This design comes from an exercise in tuning for small area and a short achievable clock period on the open sky130 flow, not from production work. In this exercise RTL edits were held to simulation tests only and were not proved equivalent to the original.

Setup of run a:
Design MAC_25, start of the top module:
module MAC_25(
    input         sys_clk,
    input         sys_en,
    input         rst_n,
    input  [7:0]  data_in_a,
    input         sign_data_in_a,
    input  [7:0]  data_in_b,
    output [15:0] mul_output,
    output [24:0] mac_output
);
For scale: roughly 320 cells after synthesis, ~25 flip-flops, about 61 I/O pins.
export LEC_CHECK = 0
export CAP_MARGIN = 20
export CORE_MARGIN = 2
export CORE_UTILIZATION = 40
export SETUP_SLACK_MARGIN = 2.75
export SLEW_MARGIN = 20
create_clock -name core_clock -period 12.0 [get_ports {sys_clk}]
standard.sh (not shown) runs the stock make flow with config.mk's settings and CLKGATE_MAP_FILE= SYNTH_SCRIPT=/design/flow/synth_recipe.tcl, a recipe that flattens the netlist after the stock synthesis.
==> flow/flow/run.sh <==
#!/bin/bash
set -euo pipefail
sed 's/yosys synth -nofsm -noshare/yosys synth -nofsm -noshare -noabc/' synth_recipe.tcl > my_synth.tcl
bash standard.sh "SYNTH_SCRIPT=$PWD/my_synth.tcl" "BUFFER_PORTS_ARGS=-buffer_cell sky130_fd_sc_hd__buf_1"  finish > standard.log 2>&1
Run a ended with every stage complete and zero timing, DRC or antenna violations.
Input-level comparison between run b and run a:
==> flow/flow/run.sh <==
#!/bin/bash
set -euo pipefail
sed 's/yosys synth -nofsm -noshare/yosys synth -nofsm -noshare -noabc/' synth_recipe.tcl > my_synth.tcl
bash standard.sh "SYNTH_SCRIPT=$PWD/my_synth.tcl" "BUFFER_PORTS_ARGS=-buffer_cell sky130_fd_sc_hd__buf_1" finish > standard.log 2>&1
diff --git a/flow/config.mk b/flow/config.mk
--- a/flow/config.mk
+++ b/flow/config.mk
@@ -10,3 +10,3 @@
 export CORE_UTILIZATION = 40
-export SETUP_SLACK_MARGIN = 2.75
+export SETUP_SLACK_MARGIN = 2.5
 export SLEW_MARGIN = 20
[summary]
Comparing routed length on met2 for run a and run b, the smaller number came from run b.
Per the comparison of run b with run a, TritonCTS buffer count saw little to no change, gate count after technology mapping barely changed, time the worst path needs with I/O delays and setup climbed 0.11 ns, share of the clock period used by the worst path went up.


Setup of maple:
MAC_25, a different RTL version from the one above (not shown whole).
Size in the first run: about 320 cells after synthesis, ~61 I/O pins, roughly 3300 um^2 of cells after synthesis.
Settings: LEC_CHECK=0, CAP_MARGIN=20, CORE_MARGIN=2, CORE_UTILIZATION=40, SETUP_SLACK_MARGIN=2.5, SLEW_MARGIN=20; clock period 12.0 ns.
==> flow/flow/run.sh <==
#!/bin/bash
set -euo pipefail
HERE=$PWD
sed -e 's#^source \$::env(SCRIPTS_DIR)/synth_preamble.tcl#source $::env(SCRIPTS_DIR)/synth_preamble.tcl\nset abc_args [lreplace $abc_args 1 1 '"$HERE"'/flow/abc.script]#' \
    "$FLOW_HOME/scripts/synth.tcl" > my_synth_core.tcl
sed -e 's/yosys synth -nofsm -noshare/yosys synth -nofsm -noshare -noabc/' \
    -e 's#^source \$::env(SCRIPTS_DIR)/synth.tcl#source '"$HERE"'/my_synth_core.tcl#' synth_recipe.tcl > my_synth.tcl
bash standard.sh "SYNTH_SCRIPT=$HERE/my_synth.tcl" "BUFFER_PORTS_ARGS=-buffer_cell sky130_fd_sc_hd__buf_1" finish > standard.log 2>&1
==> flow/flow/abc.script <==
&get -n
&st
&dch -f
&nf -a
&put
buffer -c
topo
stime -c
upsize -c
dnsize -c
maple finished end to end and its layout was clean on timing, DRC and antenna.
Inputs modified between maple and willow:
- SETUP_SLACK_MARGIN: 2.5 -> 3.0
==> flow/flow/run.sh <==
#!/bin/bash
set -euo pipefail
sed 's/yosys synth -nofsm -noshare/yosys synth -nofsm -noshare -noabc/' synth_recipe.tcl > my_synth.tcl
bash standard.sh "SYNTH_SCRIPT=$PWD/my_synth.tcl" "BUFFER_PORTS_ARGS=-buffer_cell sky130_fd_sc_hd__buf_1" "SETUP_MOVE_SEQUENCE=unbuffer,sizeup,swap" finish > standard.log 2>&1
removed: flow/flow/abc.script
==> comparison <==
willow was carried through to the last stage, and its layout satisfied the timing, design-rule and antenna checks.
Share of cell area taken by muxes after synthesis (lower): maple
willow vs. maple: routed wire length has decreased, synthesized cell count higher, signal arrival time at the worst endpoint decreased 0.39 ns, sequential element share of the synthesized area down 0.31 points, worst setup slack up 0.40 ns.
willow ends up with lower met2 track demand over resource in global routing than maple does.
Setup changes, willow to harbor
- changing SETUP_SLACK_MARGIN from 3.0 to 2.5
==> flow/flow/run.sh <==
#!/bin/bash
set -euo pipefail
HERE=$PWD
sed -e 's#^source \$::env(SCRIPTS_DIR)/synth_preamble.tcl#source $::env(SCRIPTS_DIR)/synth_preamble.tcl\nset abc_args [lreplace $abc_args 1 1 '"$HERE"'/flow/abc.script]#' \
    "$FLOW_HOME/scripts/synth.tcl" > my_synth_core.tcl
sed -e 's/yosys synth -nofsm -noshare/yosys synth -nofsm -noshare -noabc/' \
    -e 's#^source \$::env(SCRIPTS_DIR)/synth.tcl#source '"$HERE"'/my_synth_core.tcl#' synth_recipe.tcl > my_synth.tcl
bash standard.sh "SYNTH_SCRIPT=$HERE/my_synth.tcl" "BUFFER_PORTS_ARGS=-buffer_cell sky130_fd_sc_hd__buf_1" finish > standard.log 2>&1
==> flow/flow/abc.script (new file) <==
&get -n
&st
&dch
&nf
&st
&syn2
&synch2
&nf
&put
buffer -c
topo
stime -c
upsize -c
dnsize -c
==> comparison <==
Critical path depth up 4 in harbor wrt willow. Compared to willow, harbor has first-pass GRT wire length about 6% lower. harbor reports a lower number of nets in the finished design than willow does. The fmax of harbor was inferior to that of willow. harbor against willow: multi-input combinational cell count fell about 4.3%, signed area change from the synthesized netlist to the final layout saw a decrease, actual slew at the worst max-slew pin increased 0.017 ns.
## Diff of input files: cedar against harbor
- changing SETUP_SLACK_MARGIN from 2.5 to 3.0
- setting TNS_END_PERCENT to 0 for the first time
==> flow/flow/run.sh <==
#!/bin/bash
set -euo pipefail
sed 's/yosys synth -nofsm -noshare/yosys synth -nofsm -noshare -noabc/' synth_recipe.tcl > my_synth.tcl
bash standard.sh "SYNTH_SCRIPT=$PWD/my_synth.tcl" "BUFFER_PORTS_ARGS=-buffer_cell sky130_fd_sc_hd__buf_1" finish > standard.log 2>&1
removed: flow/flow/abc.script
==> results.txt <==
For clock-pin slew reported for the worst setup and hold paths after clock tree synthesis, cedar and harbor come out practically identical.
Compared with harbor, cedar shows a lower number of stages on the worst setup path.
Via count in cedar vs harbor: up 6.7%
Non-clock buffer instance count of the final layout of cedar exceeds that of harbor by a few percent.
Per the comparison of cedar with harbor, post-route worst setup slack increased 0.45 ns; cell area increased 3.5%; global-route wire length before repair increased about 6.4%.


run A:
MAC_25 again, from the RTL that the note above started with.
==> flow/design.v (excerpt) <==
module MAC_25(
    input         sys_clk,
    input         sys_en,
    input         rst_n,
    input  [7:0]  data_in_a,
    input         sign_data_in_a,
    input  [7:0]  data_in_b,
    output [15:0] mul_output,
    output [24:0] mac_output
);
    wire [64:0] pp;
    wire [15:0] ra, rb, prod;
    wire [24:0] acc_next;
    reg  [24:0] acc;
    mac_pp u_pp(.data_in_a(data_in_a), .sign_data_in_a(sign_data_in_a), .data_in_b(data_in_b), .pp(pp));
    mac_tree u_tree(.pp(pp), .ra(ra), .rb(rb));
    mac_cpa u_cpa(.ra(ra), .rb(rb), .prod(prod));
    mac_acc u_acc(.sys_en(sys_en), .acc(acc), .prod(prod), .acc_next(acc_next));
    assign mul_output = prod;
    always @(posedge sys_clk or negedge rst_n) begin
        if (!rst_n)
            acc <= 25'd0;
        else
            acc <= acc_next;
    end
    assign mac_output = acc;
endmodule
export LEC_CHECK = 0
export CAP_MARGIN = 20
export CORE_MARGIN = 2
export CORE_UTILIZATION = 40
export SETUP_SLACK_MARGIN = 2.0
export SLEW_MARGIN = 20
create_clock -name core_clock -period 12.0 [get_ports {sys_clk}]
==> flow/flow/run.sh <==
#!/bin/bash
set -euo pipefail
sed 's/yosys synth -nofsm -noshare/yosys synth -nofsm -noshare -noabc/' synth_recipe.tcl > my_synth.tcl
bash standard.sh "SYNTH_SCRIPT=$PWD/my_synth.tcl" "BUFFER_PORTS_ARGS=-buffer_cell sky130_fd_sc_hd__buf_1" finish > standard.log 2>&1
diff inputs: run A => run B
Settings: SETUP_SLACK_MARGIN: 2.0 -> 2.5.
==> flow/flow/run.sh <==
#!/bin/bash
set -euo pipefail
HERE=$PWD
sed -e 's#^source \$::env(SCRIPTS_DIR)/synth_preamble.tcl#source $::env(SCRIPTS_DIR)/synth_preamble.tcl\nset abc_args [lreplace $abc_args 1 1 '"$HERE"'/flow/abc.script]#' \
    "$FLOW_HOME/scripts/synth.tcl" > my_synth_core.tcl
sed -e 's/yosys synth -nofsm -noshare/yosys synth -nofsm -noshare -noabc/' \
    -e 's#^source \$::env(SCRIPTS_DIR)/synth.tcl#source '"$HERE"'/my_synth_core.tcl#' synth_recipe.tcl > my_synth.tcl
bash standard.sh "SYNTH_SCRIPT=$HERE/my_synth.tcl" "BUFFER_PORTS_ARGS=-buffer_cell sky130_fd_sc_hd__buf_1" finish > standard.log 2>&1
==> flow/flow/abc.script (new file) <==
&get -n
&st
&dch
&nf
&st
&syn2
&synch2
&nf
&st
&syn2
&synch2
&nf
&st
&syn2
&synch2
&nf
&st
&syn2
&synch2
&nf
&st
&syn2
&synch2
&nf
&put
buffer -c
topo
stime -c
upsize -c
dnsize -c
Results
Going from run A to run B, number of instances in the synthesized netlist down about 5%; clock-buffer cell count went down; complex-gate fraction of the synthesized area shrank by 2.6 points; setup slack climbed 0.14 ns.
Comparing slack of the worst reg-to-reg path for run B and run A, the bigger number came from run A.
Run B against run A: number of non-clock buffers in the layout increased 1; final critical-path required period decreased 0.14 ns.
## Diff of input files: run C against run B
Settings: a change of SETUP_SLACK_MARGIN from 2.5 to 3.25; an added TNS_END_PERCENT of 1.
==> flow/flow/run.sh <==
#!/bin/bash
set -euo pipefail
sed 's/yosys synth -nofsm -noshare/yosys synth -nofsm -noshare -noabc/' synth_recipe.tcl > my_synth.tcl
bash standard.sh "SYNTH_SCRIPT=$PWD/my_synth.tcl" "BUFFER_PORTS_ARGS=-buffer_cell sky130_fd_sc_hd__buf_1" finish > standard.log 2>&1
removed: flow/flow/abc.script
Results
| global-route usage | higher: run C |. Clock buffer count delta for run C relative to run B: 1 higher. Between run B and run C, average via count per standard cell increased. Run B -> run C: design area increased by more than 10%. Looking only at final cell count without fillers, and setting everything else aside, the lower value of run B and run C goes to run B.
Edits applied to the flow inputs when going from run C to run D:
Settings: SETUP_SLACK_MARGIN changed from 3.25 to 2.5; TNS_END_PERCENT removed (was 1).
- Worst slack on hold paths on run D is down relative to run C.
- Diff run C -> run D: worst-case setup slack after placement now smaller, via count dropped about 2.2%.
- Run D vs. run C: first-pass GRT wire length now smaller, final period utilization now larger.

port drivers added, routing unchanged:
In the flow no input, the clock included, has a driving cell. The finished layouts below were timed again as built, in two steps. Step 1 assumes that a clkbuf_16 drives the clock port and a buf_2 every other input. Step 2 also shifts input and output timing later by t, the mid clock arrival at the registers, as if the neighbouring blocks saw the same clock. Slacks: ideal ports / drivers / drivers and shift; pairs: ideal ports / drivers.
run | shift t [ns] | setup slack, ns | latest minus earliest clock arrival (ns) | worst register clock-pin slew, ns | worst slew at a driven data input, ns
run a of note 1 | 0.304 | 2.940 / 2.914 / 2.914 | 0.005 / 0.005 | 0.09 / 0.09 | 0.03
run b of note 1 | 0.304 | 2.834 / 2.807 / 2.759 | 0.006 / 0.006 | 0.09 / 0.09 | 0.04
maple | 0.301 | 2.767 / 2.746 / 2.624 | 0.004 / 0.004 | 0.09 / 0.09 | 0.03
willow | 0.288 | 3.162 / 3.123 / 3.053 | 0.006 / 0.005 | 0.08 / 0.08 | 0.04
harbor | 0.296 | 2.678 / 2.640 / 2.640 | 0.007 / 0.007 | 0.09 / 0.09 | 0.05
cedar | 0.288 | 3.125 / 3.093 / 2.997 | 0.006 / 0.005 | 0.08 / 0.08 | 0.04
run A of note 3 | 0.289 | 2.551 / 2.528 / 2.469 | 0.007 / 0.008 | 0.09 / 0.09 | 0.03
run B of note 3 | 0.290 | 2.692 / 2.653 / 2.653 | 0.005 / 0.005 | 0.09 / 0.09 | 0.05
run C of note 3 | 0.289 | 3.314 / 3.261 / 3.179 | 0.003 / 0.003 | 0.09 / 0.09 | 0.07
run D of note 3 | 0.289 | 2.752 / 2.731 / 2.658 | 0.004 / 0.004 | 0.08 / 0.08 | 0.03
After both steps setup and hold are still met in every run listed. For maple, which loses most, drivers alone change the setup slack by -0.021 ns; drivers and shift together by -0.143 ns.
